Background: an optimization exercise with open tools, aiming at small area and a short achievable clock period. Do not read the settings as production practice.
The RTL was checked by simulation tests, not by an equivalence proof against the original design.
No activity file was given, so power comes from the tool's default toggle rates.

==> run E <==
## NoC
module NoC (
    input wire clk,
    input wire rst,
    input wire [3:0] in_west,
    input wire [3:0] in_south,
    input wire [3:0] in_east,
    input wire [3:0] in_north,
    input wire [1:0] west_sel,
    input wire [1:0] south_sel,
    input wire [1:0] east_sel,
    input wire [1:0] north_sel,
    input wire in_west_valid,
    input wire in_south_valid,
    input wire in_east_valid,
    input wire in_north_valid,
    input wire in_west_vc,
    input wire in_south_vc,
    input wire in_east_vc,
    input wire in_north_vc,
    output wire [3:0] out_west,
    output wire [3:0] out_south,
    output wire [3:0] out_east,
    output wire [3:0] out_north,
    output wire out_west_valid,
    output wire out_south_valid,
    output wire out_east_valid,
    output wire out_north_valid,
    output wire out_west_vc,
    output wire out_south_vc,
    output wire out_east_vc,
    output wire out_north_vc
);
export LEC_CHECK = 0
export CAP_MARGIN = 30
export CORE_MARGIN = 2
export CORE_UTILIZATION = 35
export CTS_CLUSTER_DIAMETER = 100
export CTS_CLUSTER_SIZE = 20
export PLACE_DENSITY = 0.45
export SLEW_MARGIN = 30
create_clock -name core_clock -period 12.0 [get_ports {clk}]
standard.sh (not shown) runs the stock make flow with config.mk's settings and CLKGATE_MAP_FILE= SYNTH_SCRIPT=/design/flow/synth_recipe.tcl, a recipe that flattens the netlist after the stock synthesis.
==> flow/flow/run.sh <==
#!/bin/bash
# The standard ORFS layout (the standard.sh, standard synthesis included),
# with timing repair aimed at a 6.5 ns setup margin instead of the default and
# allowed to resize cells to other footprints: the design's paths are far
# shorter than the 12 ns clock, and the default repair stops long before they
# are as fast as they can be made.
set -euo pipefail
bash standard.sh SETUP_SLACK_MARGIN=6.5 MATCH_CELL_FOOTPRINT=0 finish > standard_flow.log 2>&1
==> run C (differences from run E) <==
--- a/flow/design.v
+++ b/flow/design.v
@@ -304,22 +304,20 @@
     end
     reg  [3:0] clast [0:4];
     reg  [4:0] lk;
     reg  [6:0] lid   [0:4];
     wire [3:0] cwin  [0:4];
-    wire [4:0] cany;             
     wire [2:0] wtype [0:4];
     wire [6:0] wid   [0:4];
     generate
         for (o = 0; o < 5; o = o + 1) begin : sa
             wire [3:0] r;
             for (p = 0; p < 4; p = p + 1) begin : rq
                 assign r[p] = req[p] & poh[p][o] &
                               (!lk[o] || cbs[p][54:48] == lid[o]);
             end
             assign cwin[o] = rr(clast[o], r);
-            assign cany[o] = r != 4'b0;
             assign wtype[o] = ({3{cwin[o][0]}} & cbs[0][57:55]) | ({3{cwin[o][1]}} & cbs[1][57:55]) |
                               ({3{cwin[o][2]}} & cbs[2][57:55]) | ({3{cwin[o][3]}} & cbs[3][57:55]);
             assign wid[o]   = ({7{cwin[o][0]}} & cbs[0][54:48]) | ({7{cwin[o][1]}} & cbs[1][54:48]) |
                               ({7{cwin[o][2]}} & cbs[2][54:48]) | ({7{cwin[o][3]}} & cbs[3][54:48]);
         end
@@ -327,21 +325,21 @@
             assign cgrant[p] = cwin[0][p] | cwin[1][p] | cwin[2][p] | cwin[3][p] | cwin[4][p];
         end
         for (o = 0; o < 4; o = o + 1) begin : xb
             assign out_data[o*65 +: 65] = ({65{cwin[o][0]}} & cbs[0]) | ({65{cwin[o][1]}} & cbs[1]) |
                                           ({65{cwin[o][2]}} & cbs[2]) | ({65{cwin[o][3]}} & cbs[3]);
-            assign out_valid[o] = cany[o];
+            assign out_valid[o] = cwin[o] != 4'b0;
             assign out_vc[o]    = (cwin[o] & sa_vc) != 4'b0;
         end
     endgenerate
     always @(posedge clk or posedge rst) begin
         if (rst) begin
             lk <= 5'b0;
             for (k = 0; k < 5; k = k + 1) clast[k] <= 4'b0001;
         end else begin
             for (k = 0; k < 5; k = k + 1) begin
-                if (cany[k]) begin
+                if (cwin[k] != 4'b0) begin
                     clast[k] <= cwin[k];
                     if (!lk[k]) begin
                         if (wtype[k] == 3'b000) lk[k] <= 1'b1;
                     end else if (wtype[k] == 3'b010) begin
                         lk[k] <= 1'b0;
@@ -350,11 +348,11 @@
             end
         end
     end
     always @(posedge clk) begin
         for (k = 0; k < 5; k = k + 1)
-            if (cany[k] && !lk[k] && wtype[k] == 3'b000) lid[k] <= wid[k];
+            if (cwin[k] != 4'b0 && !lk[k] && wtype[k] == 3'b000) lid[k] <= wid[k];
     end
 endmodule
 module Buffer (
     input  wire        clk,
     input  wire        rst,
@@ -477,16 +475,15 @@
 );
     reg [63:0] s [0:4];
     reg [4:0]  vcs;
     reg [4:0]  hd, tl;           
     wire [4:0] tx = {hd[0], hd[4:1]};    
+    reg [2:0]  fc;
     reg [3:0]  count;
     wire sending = (count != 4'd0);
-    wire empty = (tl & hd) != 5'b0;
-    wire full  = (tl & tx) != 5'b0;
-    wire do_enq = valid_in && !full;
-    wire do_deq = !sending && !empty;
+    wire do_enq = valid_in && !fc[2];
+    wire do_deq = !sending && (fc != 3'd0);
     integer i;
     always @(posedge clk) begin
         for (i = 0; i < 5; i = i + 1)
             if (do_enq && tl[i]) begin
                 s[i]   <= data_in;
@@ -505,11 +502,11 @@
     end
     wire [3:0] nib = cur[count*4 +: 4];
     always @(posedge clk or posedge rst) begin
         if (rst) begin
             hd <= 5'b00001; tl <= 5'b00001;
-            count <= 4'd0;
+            fc <= 3'd0; count <= 4'd0;
             data_out <= 4'b0; valid_out <= 1'b0; vc_out <= 1'b0;
         end else begin
             valid_out <= do_deq || sending;
             if (do_deq || sending) data_out <= nib;
             if (do_deq) begin
@@ -518,10 +515,15 @@
                 count <= 4'd1;
             end else if (sending) begin
                 count <= count + 4'd1;
             end
             if (do_enq) tl <= {tl[3:0], tl[4]};
+            case ({do_enq, do_deq})
+                2'b10: fc <= fc + 3'd1;
+                2'b01: fc <= fc - 3'd1;
+                default: ;
+            endcase
         end
     end
 endmodule
 module Deserializer (
     input  wire        clk,
==> flow/flow/run.sh (replaced) <==
#!/bin/bash
# The standard ORFS layout (the standard.sh, standard synthesis included),
# with timing repair aimed at a 6.5 ns setup margin instead of the default:
# the design's paths are far shorter than the 12 ns clock, and the default
# margin stops the repair long before they are as fast as they can be made.
set -euo pipefail
bash standard.sh SETUP_SLACK_MARGIN=6.5 finish > standard_flow.log 2>&1
==> run K (differences from run E) <==
--- a/flow/design.v
+++ b/flow/design.v
@@ -304,22 +304,20 @@
     end
     reg  [3:0] clast [0:4];
     reg  [4:0] lk;
     reg  [6:0] lid   [0:4];
     wire [3:0] cwin  [0:4];
-    wire [4:0] cany;             
     wire [2:0] wtype [0:4];
     wire [6:0] wid   [0:4];
     generate
         for (o = 0; o < 5; o = o + 1) begin : sa
             wire [3:0] r;
             for (p = 0; p < 4; p = p + 1) begin : rq
                 assign r[p] = req[p] & poh[p][o] &
                               (!lk[o] || cbs[p][54:48] == lid[o]);
             end
             assign cwin[o] = rr(clast[o], r);
-            assign cany[o] = r != 4'b0;
             assign wtype[o] = ({3{cwin[o][0]}} & cbs[0][57:55]) | ({3{cwin[o][1]}} & cbs[1][57:55]) |
                               ({3{cwin[o][2]}} & cbs[2][57:55]) | ({3{cwin[o][3]}} & cbs[3][57:55]);
             assign wid[o]   = ({7{cwin[o][0]}} & cbs[0][54:48]) | ({7{cwin[o][1]}} & cbs[1][54:48]) |
                               ({7{cwin[o][2]}} & cbs[2][54:48]) | ({7{cwin[o][3]}} & cbs[3][54:48]);
         end
@@ -327,35 +325,37 @@
             assign cgrant[p] = cwin[0][p] | cwin[1][p] | cwin[2][p] | cwin[3][p] | cwin[4][p];
         end
         for (o = 0; o < 4; o = o + 1) begin : xb
             assign out_data[o*65 +: 65] = ({65{cwin[o][0]}} & cbs[0]) | ({65{cwin[o][1]}} & cbs[1]) |
                                           ({65{cwin[o][2]}} & cbs[2]) | ({65{cwin[o][3]}} & cbs[3]);
-            assign out_valid[o] = cany[o];
+            assign out_valid[o] = cwin[o] != 4'b0;
             assign out_vc[o]    = (cwin[o] & sa_vc) != 4'b0;
         end
     endgenerate
     always @(posedge clk or posedge rst) begin
         if (rst) begin
             lk <= 5'b0;
-            for (k = 0; k < 5; k = k + 1) clast[k] <= 4'b0001;
+            for (k = 0; k < 5; k = k + 1) begin
+                clast[k] <= 4'b0001;
+                lid[k] <= 7'd0;
+            end
         end else begin
             for (k = 0; k < 5; k = k + 1) begin
-                if (cany[k]) begin
+                if (cwin[k] != 4'b0) begin
                     clast[k] <= cwin[k];
                     if (!lk[k]) begin
-                        if (wtype[k] == 3'b000) lk[k] <= 1'b1;
+                        if (wtype[k] == 3'b000) begin
+                            lk[k] <= 1'b1;
+                            lid[k] <= wid[k];
+                        end
                     end else if (wtype[k] == 3'b010) begin
                         lk[k] <= 1'b0;
                     end
                 end
             end
         end
     end
-    always @(posedge clk) begin
-        for (k = 0; k < 5; k = k + 1)
-            if (cany[k] && !lk[k] && wtype[k] == 3'b000) lid[k] <= wid[k];
-    end
 endmodule
 module Buffer (
     input  wire        clk,
     input  wire        rst,
     input  wire [64:0] din,
@@ -403,37 +403,17 @@
     assign cbs = {hh, pay};
     wire dq0 = cgrant & a0;
     wire dq1 = cgrant & a1;
     wire eq0 = dvalid & ~dvc & ~t0[3];
     wire eq1 = dvalid &  dvc & ~t1[3];
-    wire [3:0] sh0, ld0, sh1, ld1;
-    genvar g;
-    generate
-        for (g = 0; g < 4; g = g + 1) begin : hq
-            if (g < 3) begin : mid
-                assign sh0[g] = dq0 & t0[g+1];
-                assign sh1[g] = dq1 & t1[g+1];
-            end else begin : top
-                assign sh0[g] = 1'b0;
-                assign sh1[g] = 1'b0;
-            end
-            if (g > 0) begin : up
-                assign ld0[g] = ~sh0[g] & ((dq0 & t0[g]) | (eq0 & ~t0[g] & t0[g-1]));
-                assign ld1[g] = ~sh1[g] & ((dq1 & t1[g]) | (eq1 & ~t1[g] & t1[g-1]));
-            end else begin : bot
-                assign ld0[g] = ~sh0[g] & ((dq0 & t0[g]) | (eq0 & ~t0[g]));
-                assign ld1[g] = ~sh1[g] & ((dq1 & t1[g]) | (eq1 & ~t1[g]));
-            end
-        end
-    endgenerate
     integer i;
     always @(posedge clk) begin
         for (i = 0; i < 4; i = i + 1) begin
-            H0[i] <= ({17{sh0[i]}} & H0[i < 3 ? i + 1 : 3]) | ({17{ld0[i]}} & dh) |
-                     ({17{~sh0[i] & ~ld0[i]}} & H0[i]);
-            H1[i] <= ({17{sh1[i]}} & H1[i < 3 ? i + 1 : 3]) | ({17{ld1[i]}} & dh) |
-                     ({17{~sh1[i] & ~ld1[i]}} & H1[i]);
+            if (dq0 || (eq0 && !t0[i] && (i == 0 || t0[i > 0 ? i - 1 : 0])))
+                H0[i] <= (dq0 && i < 3 && t0[i < 3 ? i + 1 : 3]) ? H0[i < 3 ? i + 1 : 3] : dh;
+            if (dq1 || (eq1 && !t1[i] && (i == 0 || t1[i > 0 ? i - 1 : 0])))
+                H1[i] <= (dq1 && i < 3 && t1[i < 3 ? i + 1 : 3]) ? H1[i < 3 ? i + 1 : 3] : dh;
             if (eq0 && tp0[i]) P0[i] <= dp;
             if (eq1 && tp1[i]) P1[i] <= dp;
         end
     end
     always @(posedge clk or posedge rst) begin
@@ -477,16 +457,15 @@
 );
     reg [63:0] s [0:4];
     reg [4:0]  vcs;
     reg [4:0]  hd, tl;           
     wire [4:0] tx = {hd[0], hd[4:1]};    
+    reg [2:0]  fc;
     reg [3:0]  count;
     wire sending = (count != 4'd0);
-    wire empty = (tl & hd) != 5'b0;
-    wire full  = (tl & tx) != 5'b0;
-    wire do_enq = valid_in && !full;
-    wire do_deq = !sending && !empty;
+    wire do_enq = valid_in && !fc[2];
+    wire do_deq = !sending && (fc != 3'd0);
     integer i;
     always @(posedge clk) begin
         for (i = 0; i < 5; i = i + 1)
             if (do_enq && tl[i]) begin
                 s[i]   <= data_in;
@@ -505,11 +484,11 @@
     end
     wire [3:0] nib = cur[count*4 +: 4];
     always @(posedge clk or posedge rst) begin
         if (rst) begin
             hd <= 5'b00001; tl <= 5'b00001;
-            count <= 4'd0;
+            fc <= 3'd0; count <= 4'd0;
             data_out <= 4'b0; valid_out <= 1'b0; vc_out <= 1'b0;
         end else begin
             valid_out <= do_deq || sending;
             if (do_deq || sending) data_out <= nib;
             if (do_deq) begin
@@ -518,10 +497,15 @@
                 count <= 4'd1;
             end else if (sending) begin
                 count <= count + 4'd1;
             end
             if (do_enq) tl <= {tl[3:0], tl[4]};
+            case ({do_enq, do_deq})
+                2'b10: fc <= fc + 3'd1;
+                2'b01: fc <= fc - 3'd1;
+                default: ;
+            endcase
         end
     end
 endmodule
 module Deserializer (
     input  wire        clk,
==> flow/flow/run.sh (replaced) <==
#!/bin/bash
# The standard ORFS layout (the standard.sh, standard synthesis included),
# with timing repair aimed at a 6.5 ns setup margin instead of the default:
# the design's paths are far shorter than the 12 ns clock, and the default
# margin stops the repair long before they are as fast as they can be made.
set -euo pipefail
bash standard.sh SETUP_SLACK_MARGIN=6.5 finish > standard_flow.log 2>&1
CTS_CLUSTER_DIAMETER = unset   (was 100)
CTS_CLUSTER_SIZE = unset   (was 20)
==> run G (differences from run E) <==
--- a/flow/design.v
+++ b/flow/design.v
@@ -269,42 +269,48 @@
                                 (l[(i+2)%4] & ~r[(i+3)%4]) |
                                 (l[(i+1)%4] & ~r[(i+2)%4] & ~r[(i+3)%4]) |
                                 (l[i] & ~r[(i+1)%4] & ~r[(i+2)%4] & ~r[(i+3)%4]));
         end
     endfunction
-    reg  [3:0] vlast [0:4];
+    function [1:0] enc4;
+        input [3:0] oh;
+        begin
+            enc4 = {oh[3] | oh[2], oh[3] | oh[1]};
+        end
+    endfunction
+    reg  [1:0] vlast [0:4];      
     wire [3:0] vwin  [0:4];
     wire [3:0] vwon;
     wire [3:0] g;
     genvar o;
     generate
         for (o = 0; o < 5; o = o + 1) begin : va
             wire [3:0] r;
             for (p = 0; p < 4; p = p + 1) begin : rq
                 assign r[p] = rc_valid[p] & poh[p][o];
             end
-            assign vwin[o] = rr(vlast[o], r);
+            assign vwin[o] = rr(4'b0001 << vlast[o], r);
         end
         for (p = 0; p < 4; p = p + 1) begin : vg
             assign vwon[p] = vwin[0][p] | vwin[1][p] | vwin[2][p] | vwin[3][p] | vwin[4][p];
             assign g[p] = vwon[p] & |(poh[p] & (rvc[p] ? {av[9], av[7], av[5], av[3], av[1]} : {av[8], av[6], av[4], av[2], av[0]}));
             wire gv = req[p] ? sa_vc[p] : rc_vc[p];
             assign vgrant[p] = g[p] ? (gv ? 2'b10 : 2'b01) : 2'b00;
         end
     endgenerate
     always @(posedge clk or posedge rst) begin
         if (rst) begin
-            for (k = 0; k < 5; k = k + 1) vlast[k] <= 4'b0001;
+            for (k = 0; k < 5; k = k + 1) vlast[k] <= 2'd0;
             for (k = 0; k < 8; k = k + 1) cred[k] <= 3'd4;
         end else begin
             for (k = 0; k < 5; k = k + 1)
-                if ((vwin[k] & g) != 4'b0) vlast[k] <= vwin[k];
+                if ((vwin[k] & g) != 4'b0) vlast[k] <= enc4(vwin[k]);
             for (k = 0; k < 8; k = k + 1)
                 cred[k] <= cred[k] + {2'b0, cred_in[k]} - {2'b0, vgrant[k/2][k%2]};
         end
     end
-    reg  [3:0] clast [0:4];
+    reg  [1:0] clast [0:4];      
     reg  [4:0] lk;
     reg  [6:0] lid   [0:4];
     wire [3:0] cwin  [0:4];
     wire [4:0] cany;             
     wire [2:0] wtype [0:4];
@@ -314,11 +320,11 @@
             wire [3:0] r;
             for (p = 0; p < 4; p = p + 1) begin : rq
                 assign r[p] = req[p] & poh[p][o] &
                               (!lk[o] || cbs[p][54:48] == lid[o]);
             end
-            assign cwin[o] = rr(clast[o], r);
+            assign cwin[o] = rr(4'b0001 << clast[o], r);
             assign cany[o] = r != 4'b0;
             assign wtype[o] = ({3{cwin[o][0]}} & cbs[0][57:55]) | ({3{cwin[o][1]}} & cbs[1][57:55]) |
                               ({3{cwin[o][2]}} & cbs[2][57:55]) | ({3{cwin[o][3]}} & cbs[3][57:55]);
             assign wid[o]   = ({7{cwin[o][0]}} & cbs[0][54:48]) | ({7{cwin[o][1]}} & cbs[1][54:48]) |
                               ({7{cwin[o][2]}} & cbs[2][54:48]) | ({7{cwin[o][3]}} & cbs[3][54:48]);
@@ -334,15 +340,15 @@
         end
     endgenerate
     always @(posedge clk or posedge rst) begin
         if (rst) begin
             lk <= 5'b0;
-            for (k = 0; k < 5; k = k + 1) clast[k] <= 4'b0001;
+            for (k = 0; k < 5; k = k + 1) clast[k] <= 2'd0;
         end else begin
             for (k = 0; k < 5; k = k + 1) begin
                 if (cany[k]) begin
-                    clast[k] <= cwin[k];
+                    clast[k] <= enc4(cwin[k]);
                     if (!lk[k]) begin
                         if (wtype[k] == 3'b000) lk[k] <= 1'b1;
                     end else if (wtype[k] == 3'b010) begin
                         lk[k] <= 1'b0;
                     end
@@ -475,16 +481,19 @@
     output reg         valid_out,
     output reg         vc_out
 );
     reg [63:0] s [0:4];
     reg [4:0]  vcs;
-    reg [4:0]  hd, tl;           
-    wire [4:0] tx = {hd[0], hd[4:1]};    
+    reg [2:0]  hb, tb;           
+    wire [2:0] xb = (hb == 3'd0) ? 3'd4 : hb - 3'd1;    
+    wire [4:0] hd = 5'b00001 << hb;
+    wire [4:0] tl = 5'b00001 << tb;
+    wire [4:0] tx = 5'b00001 << xb;
     reg [3:0]  count;
     wire sending = (count != 4'd0);
-    wire empty = (tl & hd) != 5'b0;
-    wire full  = (tl & tx) != 5'b0;
+    wire empty = (tb == hb);
+    wire full  = (tb == xb);
     wire do_enq = valid_in && !full;
     wire do_deq = !sending && !empty;
     integer i;
     always @(posedge clk) begin
         for (i = 0; i < 5; i = i + 1)
@@ -504,24 +513,24 @@
         end
     end
     wire [3:0] nib = cur[count*4 +: 4];
     always @(posedge clk or posedge rst) begin
         if (rst) begin
-            hd <= 5'b00001; tl <= 5'b00001;
+            hb <= 3'd0; tb <= 3'd0;
             count <= 4'd0;
             data_out <= 4'b0; valid_out <= 1'b0; vc_out <= 1'b0;
         end else begin
             valid_out <= do_deq || sending;
             if (do_deq || sending) data_out <= nib;
             if (do_deq) begin
-                hd <= {hd[3:0], hd[4]};
+                hb <= (hb == 3'd4) ? 3'd0 : hb + 3'd1;
                 vc_out <= nvc;
                 count <= 4'd1;
             end else if (sending) begin
                 count <= count + 4'd1;
             end
-            if (do_enq) tl <= {tl[3:0], tl[4]};
+            if (do_enq) tb <= (tb == 3'd4) ? 3'd0 : tb + 3'd1;
         end
     end
 endmodule
 module Deserializer (
     input  wire        clk,
==> summary of the runs <==
In utilization, run E and run G hardly differ.
Count of clock-buffer cells in the layout, highest first: run K, run C, run E, run G.
Total power: run E is smaller than run K (15%).
Sequential share of layout area, highest first: run G, run E, run C, run K.
The highest via count belongs to run C, the lowest to run K.
Die area: run G < run E < run C < run K.
The highest clock skew belongs to run E, the lowest to run K.
Run C went through all stages and came out clean. Run E passed the timing, DRC and antenna checks. Run G finished with timing, DRC and antenna clean. Run K produced a clean layout.
The lowest global-route usage belongs to run K, the highest to run C.
Against run G, the wire length of run C is larger by 2.5%.

[what the ideal ports hide]
Ports are ideal in the flow. The routed layouts listed here were re-timed in OpenROAD.
Step 1: set_driving_cell puts a clkbuf_16 on clk and a buf_2 on each other input, an assumption about the parent block.
Step 2 times the ports against the registers' clock, not the clock port: input delays grow and output delays shrink by t, the midpoint of the rising clock arrivals with the driver on.
Three values: no drivers, after step 1, after step 2; two values: the first two.
| run | shift t [ns] | setup WS [ns] | worst hold slack (ns) | latest minus earliest clock arrival (ns) | worst slew at a driven data input, ns |
|---|---|---|---|---|---|
| run E | 1.891 | 6.272 / 6.202 / 5.991 | 0.376 / 0.376 / 0.376 | 0.181 / 0.181 | 0.16 |
| run C | 1.881 | 6.193 / 5.823 / 5.699 | 0.413 / 0.413 / 0.413 | 0.160 / 0.160 | 0.86 |
| run K | 2.026 | 6.229 / 6.152 / 6.152 | 0.409 / 0.409 / 0.409 | 0.140 / 0.141 | 0.15 |
| run G | 1.908 | 6.344 / 6.287 / 6.209 | 0.354 / 0.354 / 0.354 | 0.159 / 0.159 | 0.18 |
After both steps every run listed still meets setup and hold. For run C, which loses most, drivers alone change the setup slack by -0.370 ns; drivers and shift together by -0.494 ns. The worst setup slack also covers recovery checks on asynchronous resets.
